This design comes from an exercise in tuning for small area and a short achievable clock period on the open sky130 flow, not from production work. In this exercise RTL edits were held to simulation tests only and were not proved equivalent to the original. The clock port is modelled as an ideal driver, which makes a skipped or thinned clock tree look cheaper than it is; a real chip needs a root buffer or a tree. Power figures rest on the tool's default switching activity, not on a simulated workload.

==> flow/design.v <==
module buffer
(
	input clk,
	input rst,
	input [31:0] in,
	output [31:0] out
);
	reg rst_r;
	reg [6:0] row2_r;
	reg [2:0] slot2_r;
	reg [1:0] wr_d, rd_d;
	reg [1:0] wr_1, rd_1;
	reg [1:0] wr_r, rd_r;
	reg [31:0] ring [0:253];
	reg [31:0] buffer_out;
	assign out = buffer_out;
	always @(*) begin
		case ({row2_r, slot2_r})
			{7'd0, 3'd0}, {7'd0, 3'd2}: {wr_d, rd_d} = {2'b00, 2'b01};
			{7'd0, 3'd1}, {7'd0, 3'd3}, {7'd0, 3'd4}: {wr_d, rd_d} = {2'b00, 2'b10};
			{7'd1, 3'd0}, {7'd1, 3'd2}, {7'd2, 3'd0}, {7'd2, 3'd2}, {7'd3, 3'd0}, {7'd3, 3'd2}, {7'd4, 3'd0}, {7'd4, 3'd2}, {7'd5, 3'd0}, {7'd5, 3'd2}, {7'd6, 3'd0}, {7'd6, 3'd2}, {7'd7, 3'd2}, {7'd8, 3'd2}, {7'd9, 3'd1}, {7'd9, 3'd2}, {7'd10, 3'd1}, {7'd10, 3'd2}, {7'd11, 3'd1}, {7'd11, 3'd2}, {7'd12, 3'd1}, {7'd12, 3'd2}, {7'd13, 3'd1}, {7'd13, 3'd2}, {7'd14, 3'd1}, {7'd14, 3'd2}, {7'd15, 3'd1}, {7'd15, 3'd2}, {7'd16, 3'd1}, {7'd16, 3'd2}, {7'd17, 3'd1}, {7'd17, 3'd2}, {7'd17, 3'd4}, {7'd18, 3'd1}, {7'd18, 3'd2}, {7'd18, 3'd3}, {7'd18, 3'd4}, {7'd19, 3'd1}, {7'd19, 3'd2}, {7'd19, 3'd3}, {7'd19, 3'd4}, {7'd20, 3'd1}, {7'd20, 3'd2}, {7'd20, 3'd3}, {7'd20, 3'd4}, {7'd21, 3'd1}, {7'd21, 3'd2}, {7'd21, 3'd3}, {7'd21, 3'd4}, {7'd22, 3'd1}, {7'd22, 3'd2}, {7'd22, 3'd3}, {7'd22, 3'd4}, {7'd23, 3'd1}, {7'd23, 3'd2}, {7'd23, 3'd3}, {7'd23, 3'd4}, {7'd24, 3'd2}, {7'd24, 3'd3}, {7'd24, 3'd4}, {7'd25, 3'd4}, {7'd26, 3'd4}, {7'd27, 3'd4}, {7'd28, 3'd4}, {7'd29, 3'd4}, {7'd30, 3'd4}, {7'd31, 3'd4}, {7'd32, 3'd4}, {7'd33, 3'd4}, {7'd34, 3'd4}, {7'd35, 3'd0}, {7'd35, 3'd1}, {7'd35, 3'd4}, {7'd36, 3'd0}, {7'd36, 3'd1}, {7'd36, 3'd4}, {7'd37, 3'd0}, {7'd37, 3'd1}, {7'd37, 3'd4}, {7'd38, 3'd0}, {7'd38, 3'd1}, {7'd38, 3'd4}, {7'd39, 3'd0}, {7'd39, 3'd1}, {7'd39, 3'd4}, {7'd40, 3'd0}, {7'd40, 3'd1}, {7'd40, 3'd4}, {7'd41, 3'd0}, {7'd41, 3'd1}, {7'd41, 3'd4}, {7'd42, 3'd0}, {7'd42, 3'd1}, {7'd43, 3'd0}, {7'd43, 3'd1}, {7'd43, 3'd3}, {7'd44, 3'd0}, {7'd44, 3'd1}, {7'd44, 3'd3}, {7'd45, 3'd0}, {7'd45, 3'd1}, {7'd45, 3'd3}, {7'd46, 3'd0}, {7'd46, 3'd1}, {7'd46, 3'd3}, {7'd47, 3'd0}, {7'd47, 3'd1}, {7'd47, 3'd3}, {7'd48, 3'd0}, {7'd48, 3'd1}, {7'd48, 3'd3}: {wr_d, rd_d} = {2'b01, 2'b01};
			{7'd1, 3'd1}, {7'd1, 3'd3}, {7'd1, 3'd4}, {7'd2, 3'd1}, {7'd2, 3'd3}, {7'd2, 3'd4}, {7'd3, 3'd1}, {7'd3, 3'd3}, {7'd3, 3'd4}, {7'd4, 3'd1}, {7'd4, 3'd3}, {7'd4, 3'd4}, {7'd5, 3'd1}, {7'd5, 3'd3}, {7'd5, 3'd4}, {7'd6, 3'd1}, {7'd6, 3'd3}, {7'd6, 3'd4}, {7'd7, 3'd1}, {7'd7, 3'd3}, {7'd7, 3'd4}, {7'd8, 3'd0}, {7'd8, 3'd3}, {7'd8, 3'd4}, {7'd9, 3'd0}, {7'd9, 3'd3}, {7'd9, 3'd4}, {7'd10, 3'd0}, {7'd10, 3'd3}, {7'd10, 3'd4}, {7'd11, 3'd0}, {7'd11, 3'd3}, {7'd11, 3'd4}, {7'd12, 3'd0}, {7'd12, 3'd3}, {7'd12, 3'd4}, {7'd13, 3'd0}, {7'd13, 3'd3}, {7'd13, 3'd4}, {7'd14, 3'd0}, {7'd14, 3'd3}, {7'd14, 3'd4}, {7'd15, 3'd0}, {7'd15, 3'd3}, {7'd15, 3'd4}, {7'd16, 3'd0}, {7'd16, 3'd3}, {7'd17, 3'd0}, {7'd18, 3'd0}, {7'd19, 3'd0}, {7'd20, 3'd0}, {7'd21, 3'd0}, {7'd22, 3'd0}, {7'd23, 3'd0}, {7'd24, 3'd0}, {7'd25, 3'd0}, {7'd25, 3'd1}, {7'd26, 3'd0}, {7'd26, 3'd1}, {7'd26, 3'd2}, {7'd26, 3'd3}, {7'd27, 3'd0}, {7'd27, 3'd1}, {7'd27, 3'd2}, {7'd27, 3'd3}, {7'd28, 3'd0}, {7'd28, 3'd1}, {7'd28, 3'd2}, {7'd28, 3'd3}, {7'd29, 3'd0}, {7'd29, 3'd1}, {7'd29, 3'd2}, {7'd29, 3'd3}, {7'd30, 3'd0}, {7'd30, 3'd1}, {7'd30, 3'd2}, {7'd30, 3'd3}, {7'd31, 3'd0}, {7'd31, 3'd1}, {7'd31, 3'd2}, {7'd31, 3'd3}, {7'd32, 3'd0}, {7'd32, 3'd1}, {7'd32, 3'd2}, {7'd32, 3'd3}, {7'd33, 3'd0}, {7'd33, 3'd1}, {7'd33, 3'd2}, {7'd33, 3'd3}, {7'd34, 3'd2}, {7'd34, 3'd3}, {7'd35, 3'd2}, {7'd35, 3'd3}, {7'd36, 3'd2}, {7'd36, 3'd3}, {7'd37, 3'd2}, {7'd37, 3'd3}, {7'd38, 3'd2}, {7'd38, 3'd3}, {7'd39, 3'd2}, {7'd39, 3'd3}, {7'd40, 3'd2}, {7'd40, 3'd3}, {7'd41, 3'd2}, {7'd41, 3'd3}, {7'd42, 3'd2}, {7'd43, 3'd2}, {7'd43, 3'd4}, {7'd44, 3'd2}, {7'd44, 3'd4}, {7'd45, 3'd2}, {7'd45, 3'd4}, {7'd46, 3'd2}, {7'd46, 3'd4}, {7'd47, 3'd2}, {7'd47, 3'd4}, {7'd48, 3'd2}, {7'd48, 3'd4}: {wr_d, rd_d} = {2'b10, 2'b10};
			{7'd7, 3'd0}, {7'd24, 3'd1}, {7'd25, 3'd2}, {7'd25, 3'd3}, {7'd42, 3'd4}: {wr_d, rd_d} = {2'b01, 2'b10};
			{7'd8, 3'd1}, {7'd16, 3'd4}, {7'd17, 3'd3}, {7'd34, 3'd0}, {7'd34, 3'd1}, {7'd42, 3'd3}: {wr_d, rd_d} = {2'b10, 2'b01};
			{7'd49, 3'd0}, {7'd49, 3'd1}, {7'd49, 3'd3}: {wr_d, rd_d} = {2'b01, 2'b00};
			{7'd49, 3'd2}, {7'd49, 3'd4}: {wr_d, rd_d} = {2'b10, 2'b00};
			default: {wr_d, rd_d} = 4'b0;
		endcase
	end
	always @(posedge clk) begin
		rst_r <= rst;
		if (rst_r) begin
			row2_r <= 7'd0;
			slot2_r <= 3'd3;
			wr_1 <= 2'b00;
			rd_1 <= 2'b01;
			wr_r <= 2'b00;
			rd_r <= 2'b10;
		end else begin
			row2_r <= slot2_r == 3'd5 ? row2_r + 7'd1 : row2_r;
			slot2_r <= slot2_r == 3'd5 ? 3'd0 : slot2_r + 3'd1;
			wr_1 <= wr_d;
			rd_1 <= rd_d;
			wr_r <= wr_1;
			rd_r <= rd_1;
		end
	end
	integer j;
	always @(posedge clk) begin
		for (j = 1; j < 254; j = j + 1)
			ring[j] <= ring[j-1];
		ring[0] <= ring[253];
		if (wr_r[0]) ring[0] <= in;
		if (wr_r[1]) ring[105] <= in;
	end
	always @(posedge clk)
		buffer_out <= ({32{rd_r[0]}} & ring[253]) | ({32{rd_r[1]}} & ring[104]);
endmodule
clock: 8.0 ns
lec_check: 0
cap_margin: 40
core_margin: 2
core_utilization: 70
place_density: 0.8
setup_slack_margin: 5
slew_margin: 20
synth_memory_max_bits: 16384
standard.sh (not shown) runs the stock make flow with config.mk's settings and CLKGATE_MAP_FILE= SYNTH_SCRIPT=/design/flow/synth_recipe.tcl, a recipe that flattens the netlist after the stock synthesis.
==> flow/flow/run.sh <==
#!/bin/bash
# Standard layout, except that the clock tree is built by flow/cts_hook.tcl.
set -e
here=$(pwd)
V=sky130_fd_sc_hd__inv_16
export CTREE_DIR=$here/flow
export CTREE_FANOUTS="36 5 4 3"
export CTREE_CELLS="$V $V $V $V"
bash standard.sh PRE_CTS_TCL=$here/flow/cts_hook.tcl SETUP_SLACK_MARGIN=5.9 finish > standard.log 2>&1
==> flow/flow/ctree.tcl <==
# Build a balanced clock tree by recursive bisection.
# Globals: TREE_FANOUTS (list, leaf level first), TREE_CELLS (list of masters per level, leaf first)
proc ctree_split {items nclus {maxd 0}} {
  # items: list of {x y payload}; returns nclus groups (more when maxd > 0 and a group's
  # bounding box half-perimeter, in dbu, is larger than maxd)
  set xs [lmap it $items {lindex $it 0}]
  set ys [lmap it $items {lindex $it 1}]
  set dx [expr {[tcl::mathfunc::max {*}$xs] - [tcl::mathfunc::min {*}$xs]}]
  set dy [expr {[tcl::mathfunc::max {*}$ys] - [tcl::mathfunc::min {*}$ys]}]
  if {$nclus <= 1} {
    if {$maxd <= 0 || $dx + $dy <= $maxd || [llength $items] < 2} { return [list $items] }
    set nclus 2
  }
  set ax [expr {$dx >= $dy ? 0 : 1}]
  set sorted [lsort -integer -index $ax $items]
  set c1 [expr {$nclus / 2}]
  set n1 [expr {int(round(double([llength $items]) * $c1 / $nclus))}]
  set a [lrange $sorted 0 [expr {$n1 - 1}]]
  set b [lrange $sorted $n1 end]
  return [concat [ctree_split $a $c1 $maxd] [ctree_split $b [expr {$nclus - $c1}] $maxd]]
}
proc ctree_build {fanouts cells {maxd_um 0}} {
  set db [ord::get_db]
  set block [ord::get_db_block]
  set clk [$block findNet clk]
  # sinks: every iterm on clk
  set items {}
  foreach it [$clk getITerms] {
    set inst [$it getInst]
    set bb [$inst getBBox]
    lappend items [list [expr {([$bb xMin] + [$bb xMax]) / 2}] [expr {([$bb yMin] + [$bb yMax]) / 2}] $it]
  }
  set level 0
  set core [$block getCoreArea]
  while {1} {
    set fo [lindex $fanouts $level]
    set cellname [lindex $cells $level]
    set master [$db findMaster $cellname]
    set n [llength $items]
    set nclus [expr {($n + $fo - 1) / $fo}]
    if {$level == [llength $fanouts] - 1 && $fo >= $n} { set nclus 1 }
    set maxd [expr {$level == 0 ? int($maxd_um * [$block getDbUnitsPerMicron]) : 0}]
    set groups [ctree_split $items $nclus $maxd]
    set next {}
    set gi 0
    foreach g $groups {
      set sx 0; set sy 0
      foreach it $g { incr sx [lindex $it 0]; incr sy [lindex $it 1] }
      set cx [expr {$sx / [llength $g]}]
      set cy [expr {$sy / [llength $g]}]
      set name "ctree_L${level}_$gi"
      set inst [odb::dbInst_create $block $master $name]
      set w [$master getWidth]; set h [$master getHeight]
      set x [expr {max([$core xMin], min([$core xMax] - $w, $cx - $w / 2))}]
      set y [expr {max([$core yMin], min([$core yMax] - $h, $cy - $h / 2))}]
      $inst setLocation $x $y
      $inst setPlacementStatus PLACED
      set net [odb::dbNet_create $block "ctree_net_L${level}_$gi"]
      $net setSigType CLOCK
      foreach it $g {
        set p [lindex $it 2]
        $p disconnect
        $p connect $net
      }
      set out ""; set inp ""
      foreach t [$inst getITerms] {
        if {[$t isOutputSignal]} { set out $t } elseif {[$t isInputSignal]} { set inp $t }
      }
      $out connect $net
      lappend next [list $cx $cy $inp]
      incr gi
    }
    puts "ctree level $level: [llength $groups] x $cellname"
    set items $next
    incr level
    if {$level == [llength $fanouts]} { break }
  }
  if {[llength $items] > 4} { error "ctree: [llength $items] top-level cells, at most 4 allowed" }
  foreach it $items { [lindex $it 2] connect $clk }
}
Other scripts of this flow, unchanged in this note and not shown: flow/flow/cts_hook.tcl
Change:
==> flow/flow/run.sh (replaced) <==
#!/bin/bash
# Standard layout, except that the clock tree is built by flow/cts_hook.tcl.
set -e
here=$(pwd)
V=sky130_fd_sc_hd__inv_16
export CTREE_DIR=$here/flow
export CTREE_FANOUTS="36 5 4 3 3 100"
export CTREE_CELLS="$V $V $V $V $V $V"
bash standard.sh PRE_CTS_TCL=$here/flow/cts_hook.tcl SETUP_SLACK_MARGIN=5.6 finish > standard.log 2>&1
--- a/flow/flow/ctree.tcl
+++ b/flow/flow/ctree.tcl
@@ -39,5 +39,5 @@
     set n [llength $items]
     set nclus [expr {($n + $fo - 1) / $fo}]
-    if {$level == [llength $fanouts] - 1 && $fo >= $n} { set nclus 1 }
+    if {$level == [llength $fanouts] - 1} { set nclus 1 }
     set maxd [expr {$level == 0 ? int($maxd_um * [$block getDbUnitsPerMicron]) : 0}]
     set groups [ctree_split $items $nclus $maxd]
@@ -74,7 +74,7 @@
     set items $next
     incr level
-    if {$level == [llength $fanouts]} { break }
+    if {[llength $items] == 1} { break }
   }
-  if {[llength $items] > 4} { error "ctree: [llength $items] top-level cells, at most 4 allowed" }
-  foreach it $items { [lindex $it 2] connect $clk }
+  # root input to clk
+  [lindex [lindex $items 0] 2] connect $clk
 }
The new run went through all stages and came out clean.
Total power hardly moves.
Worst hold slack stays flat.
Die area stays the same.
Global-route usage is about the same.
Via count rose by 0.32%.
Cell area stays flat.
Area after synthesis is unchanged.
Setup slack is worse by 0.17 ns.
Change:
==> flow/flow/run.sh (replaced) <==
#!/bin/bash
# Standard layout, except that the clock tree is built by flow/cts_hook.tcl.
set -e
here=$(pwd)
V=sky130_fd_sc_hd__inv_16
C=sky130_fd_sc_hd__clkinv_16
export CTREE_DIR=$here/flow
export CTREE_FANOUTS="36 5 4 3"
export CTREE_CELLS="$V $V $C $V"
bash standard.sh PRE_CTS_TCL=$here/flow/cts_hook.tcl SETUP_SLACK_MARGIN=5.6 finish > standard.log 2>&1
--- a/flow/flow/ctree.tcl
+++ b/flow/flow/ctree.tcl
@@ -39,5 +39,5 @@
     set n [llength $items]
     set nclus [expr {($n + $fo - 1) / $fo}]
-    if {$level == [llength $fanouts] - 1} { set nclus 1 }
+    if {$level == [llength $fanouts] - 1 && $fo >= $n} { set nclus 1 }
     set maxd [expr {$level == 0 ? int($maxd_um * [$block getDbUnitsPerMicron]) : 0}]
     set groups [ctree_split $items $nclus $maxd]
@@ -74,7 +74,7 @@
     set items $next
     incr level
-    if {[llength $items] == 1} { break }
+    if {$level == [llength $fanouts]} { break }
   }
-  # root input to clk
-  [lindex [lindex $items 0] 2] connect $clk
+  if {[llength $items] > 4} { error "ctree: [llength $items] top-level cells, at most 4 allowed" }
+  foreach it $items { [lindex $it 2] connect $clk }
 }
Settings changed: CORE_UTILIZATION 70 to 60, PLACE_DENSITY 0.8 to 0.68.
Final cell count rose by about 4.5%.
Clock power is lower by about 2%.
Sequential power stays flat.
Total power came out lower by about 0.7%.
Critical path depth stays the same.
In every run of this note, the design's own scripts or RTL, not TritonCTS, make the clock network.

========
RTL: the design.v shown in full above, as it stands there.
clock: 8.0 ns
lec_check: 0
cap_margin: 40
core_margin: 2
core_utilization: 55
cts_cluster_diameter: 100
cts_cluster_size: 30
place_density: 0.65
setup_slack_margin: 5
slew_margin: 20
synth_memory_max_bits: 16384
==> flow/flow/run.sh <==
#!/bin/bash
# Standard layout, except that the clock tree is built by flow/cts_hook.tcl.
set -e
here=$(pwd)
V=sky130_fd_sc_hd__inv_16
export CTREE_DIR=$here/flow
export CTREE_FANOUTS="36 5 4 3 3 100"
export CTREE_CELLS="$V $V $V $V $V $V"
bash standard.sh PRE_CTS_TCL=$here/flow/cts_hook.tcl SETUP_SLACK_MARGIN=5.6 finish > standard.log 2>&1
==> flow/flow/ctree.tcl <==
# Build a balanced clock tree by recursive bisection.
# Globals: TREE_FANOUTS (list, leaf level first), TREE_CELLS (list of masters per level, leaf first)
proc ctree_split {items nclus {maxd 0}} {
  # items: list of {x y payload}; returns nclus groups (more when maxd > 0 and a group's
  # bounding box half-perimeter, in dbu, is larger than maxd)
  set xs [lmap it $items {lindex $it 0}]
  set ys [lmap it $items {lindex $it 1}]
  set dx [expr {[tcl::mathfunc::max {*}$xs] - [tcl::mathfunc::min {*}$xs]}]
  set dy [expr {[tcl::mathfunc::max {*}$ys] - [tcl::mathfunc::min {*}$ys]}]
  if {$nclus <= 1} {
    if {$maxd <= 0 || $dx + $dy <= $maxd || [llength $items] < 2} { return [list $items] }
    set nclus 2
  }
  set ax [expr {$dx >= $dy ? 0 : 1}]
  set sorted [lsort -integer -index $ax $items]
  set c1 [expr {$nclus / 2}]
  set n1 [expr {int(round(double([llength $items]) * $c1 / $nclus))}]
  set a [lrange $sorted 0 [expr {$n1 - 1}]]
  set b [lrange $sorted $n1 end]
  return [concat [ctree_split $a $c1 $maxd] [ctree_split $b [expr {$nclus - $c1}] $maxd]]
}
proc ctree_build {fanouts cells {maxd_um 0}} {
  set db [ord::get_db]
  set block [ord::get_db_block]
  set clk [$block findNet clk]
  # sinks: every iterm on clk
  set items {}
  foreach it [$clk getITerms] {
    set inst [$it getInst]
    set bb [$inst getBBox]
    lappend items [list [expr {([$bb xMin] + [$bb xMax]) / 2}] [expr {([$bb yMin] + [$bb yMax]) / 2}] $it]
  }
  set level 0
  set core [$block getCoreArea]
  while {1} {
    set fo [lindex $fanouts $level]
    set cellname [lindex $cells $level]
    set master [$db findMaster $cellname]
    set n [llength $items]
    set nclus [expr {($n + $fo - 1) / $fo}]
    if {$level == [llength $fanouts] - 1} { set nclus 1 }
    set maxd [expr {$level == 0 ? int($maxd_um * [$block getDbUnitsPerMicron]) : 0}]
    set groups [ctree_split $items $nclus $maxd]
    set next {}
    set gi 0
    foreach g $groups {
      set sx 0; set sy 0
      foreach it $g { incr sx [lindex $it 0]; incr sy [lindex $it 1] }
      set cx [expr {$sx / [llength $g]}]
      set cy [expr {$sy / [llength $g]}]
      set name "ctree_L${level}_$gi"
      set inst [odb::dbInst_create $block $master $name]
      set w [$master getWidth]; set h [$master getHeight]
      set x [expr {max([$core xMin], min([$core xMax] - $w, $cx - $w / 2))}]
      set y [expr {max([$core yMin], min([$core yMax] - $h, $cy - $h / 2))}]
      $inst setLocation $x $y
      $inst setPlacementStatus PLACED
      set net [odb::dbNet_create $block "ctree_net_L${level}_$gi"]
      $net setSigType CLOCK
      foreach it $g {
        set p [lindex $it 2]
        $p disconnect
        $p connect $net
      }
      set out ""; set inp ""
      foreach t [$inst getITerms] {
        if {[$t isOutputSignal]} { set out $t } elseif {[$t isInputSignal]} { set inp $t }
      }
      $out connect $net
      lappend next [list $cx $cy $inp]
      incr gi
    }
    puts "ctree level $level: [llength $groups] x $cellname"
    set items $next
    incr level
    if {[llength $items] == 1} { break }
  }
  # root input to clk
  [lindex [lindex $items 0] 2] connect $clk
}
Other scripts of this flow, unchanged in this note and not shown: flow/flow/cts_hook.tcl
The baseline completed with no timing, DRC or antenna violations.
Then changed:
==> flow/flow/run.sh (replaced) <==
#!/bin/bash
# Standard layout, except that the clock tree is built by flow/cts_hook.tcl.
set -e
here=$(pwd)
V=sky130_fd_sc_hd__inv_16
C=sky130_fd_sc_hd__clkinv_16
export CTREE_DIR=$here/flow
export CTREE_FANOUTS="36 5 4 3"
export CTREE_CELLS="$V $V $C $V"
bash standard.sh PRE_CTS_TCL=$here/flow/cts_hook.tcl SETUP_SLACK_MARGIN=5.9 finish > standard.log 2>&1
--- a/flow/flow/ctree.tcl
+++ b/flow/flow/ctree.tcl
@@ -40,3 +40,3 @@
     set nclus [expr {($n + $fo - 1) / $fo}]
-    if {$level == [llength $fanouts] - 1} { set nclus 1 }
+    if {$level == [llength $fanouts] - 1 && $fo >= $n} { set nclus 1 }
     set maxd [expr {$level == 0 ? int($maxd_um * [$block getDbUnitsPerMicron]) : 0}]
@@ -75,6 +75,6 @@
     incr level
-    if {[llength $items] == 1} { break }
+    if {$level == [llength $fanouts]} { break }
   }
-  # root input to clk
-  [lindex [lindex $items 0] 2] connect $clk
+  if {[llength $items] > 4} { error "ctree: [llength $items] top-level cells, at most 4 allowed" }
+  foreach it $items { [lindex $it 2] connect $clk }
 }
Settings changed: CORE_UTILIZATION 55 to 70, CTS_CLUSTER_DIAMETER 100 to not set, CTS_CLUSTER_SIZE 30 to not set, PLACE_DENSITY 0.65 to 0.8.
Outcome:
- The changed run finished with timing, DRC and antenna clean
- worst hold slack gets worse by 0.0074 ns
- die area went down by 21%
- wire length climbs by 18%
In every run of this note, the design's own scripts or RTL, not TritonCTS, make the clock network.

[re-timing with driven ports]
In the flow no input, the clock included, has a driving cell. The finished layouts below were timed again as built, in two steps. Step 1 sets driving cells, clkbuf_16 on the clock port and buf_2 on the other inputs (assumed; they add their load-dependent delay and slew). Step 2, shift: input delay + t, output delay - t, t = (earliest + latest rising clock arrival at the registers) / 2. This alone moves slack from input paths to output paths. a / b / c = no drivers / after step 1 / after step 2; a / b = the first two.
run | shift t [ns] | slack for setup (ns) | hold slack, ns | pins driven straight from the clock port
the first run of note 1 | 0.701 | 5.478 / 5.200 / 5.436 | 0.285 / 0.285 / 0.285 | 4
the second run of note 1 | 0.705 | 5.305 / 5.196 / 5.486 | 0.287 / 0.287 / 0.287 | 1
the third run of note 1 | 0.682 | 5.511 / 5.227 / 5.522 | 0.298 / 0.298 / 0.298 | 4
the first run of note 2 | 0.717 | 5.304 / 5.192 / 5.521 | 0.285 / 0.285 / 0.285 | 1
the second run of note 2 | 0.662 | 5.514 / 5.238 / 5.474 | 0.278 / 0.278 / 0.278 | 4
After both steps every run listed still meets setup and hold. The setup slack of the first run of note 1, which loses most, moves by -0.278 ns with the drivers and by -0.042 ns with both steps.
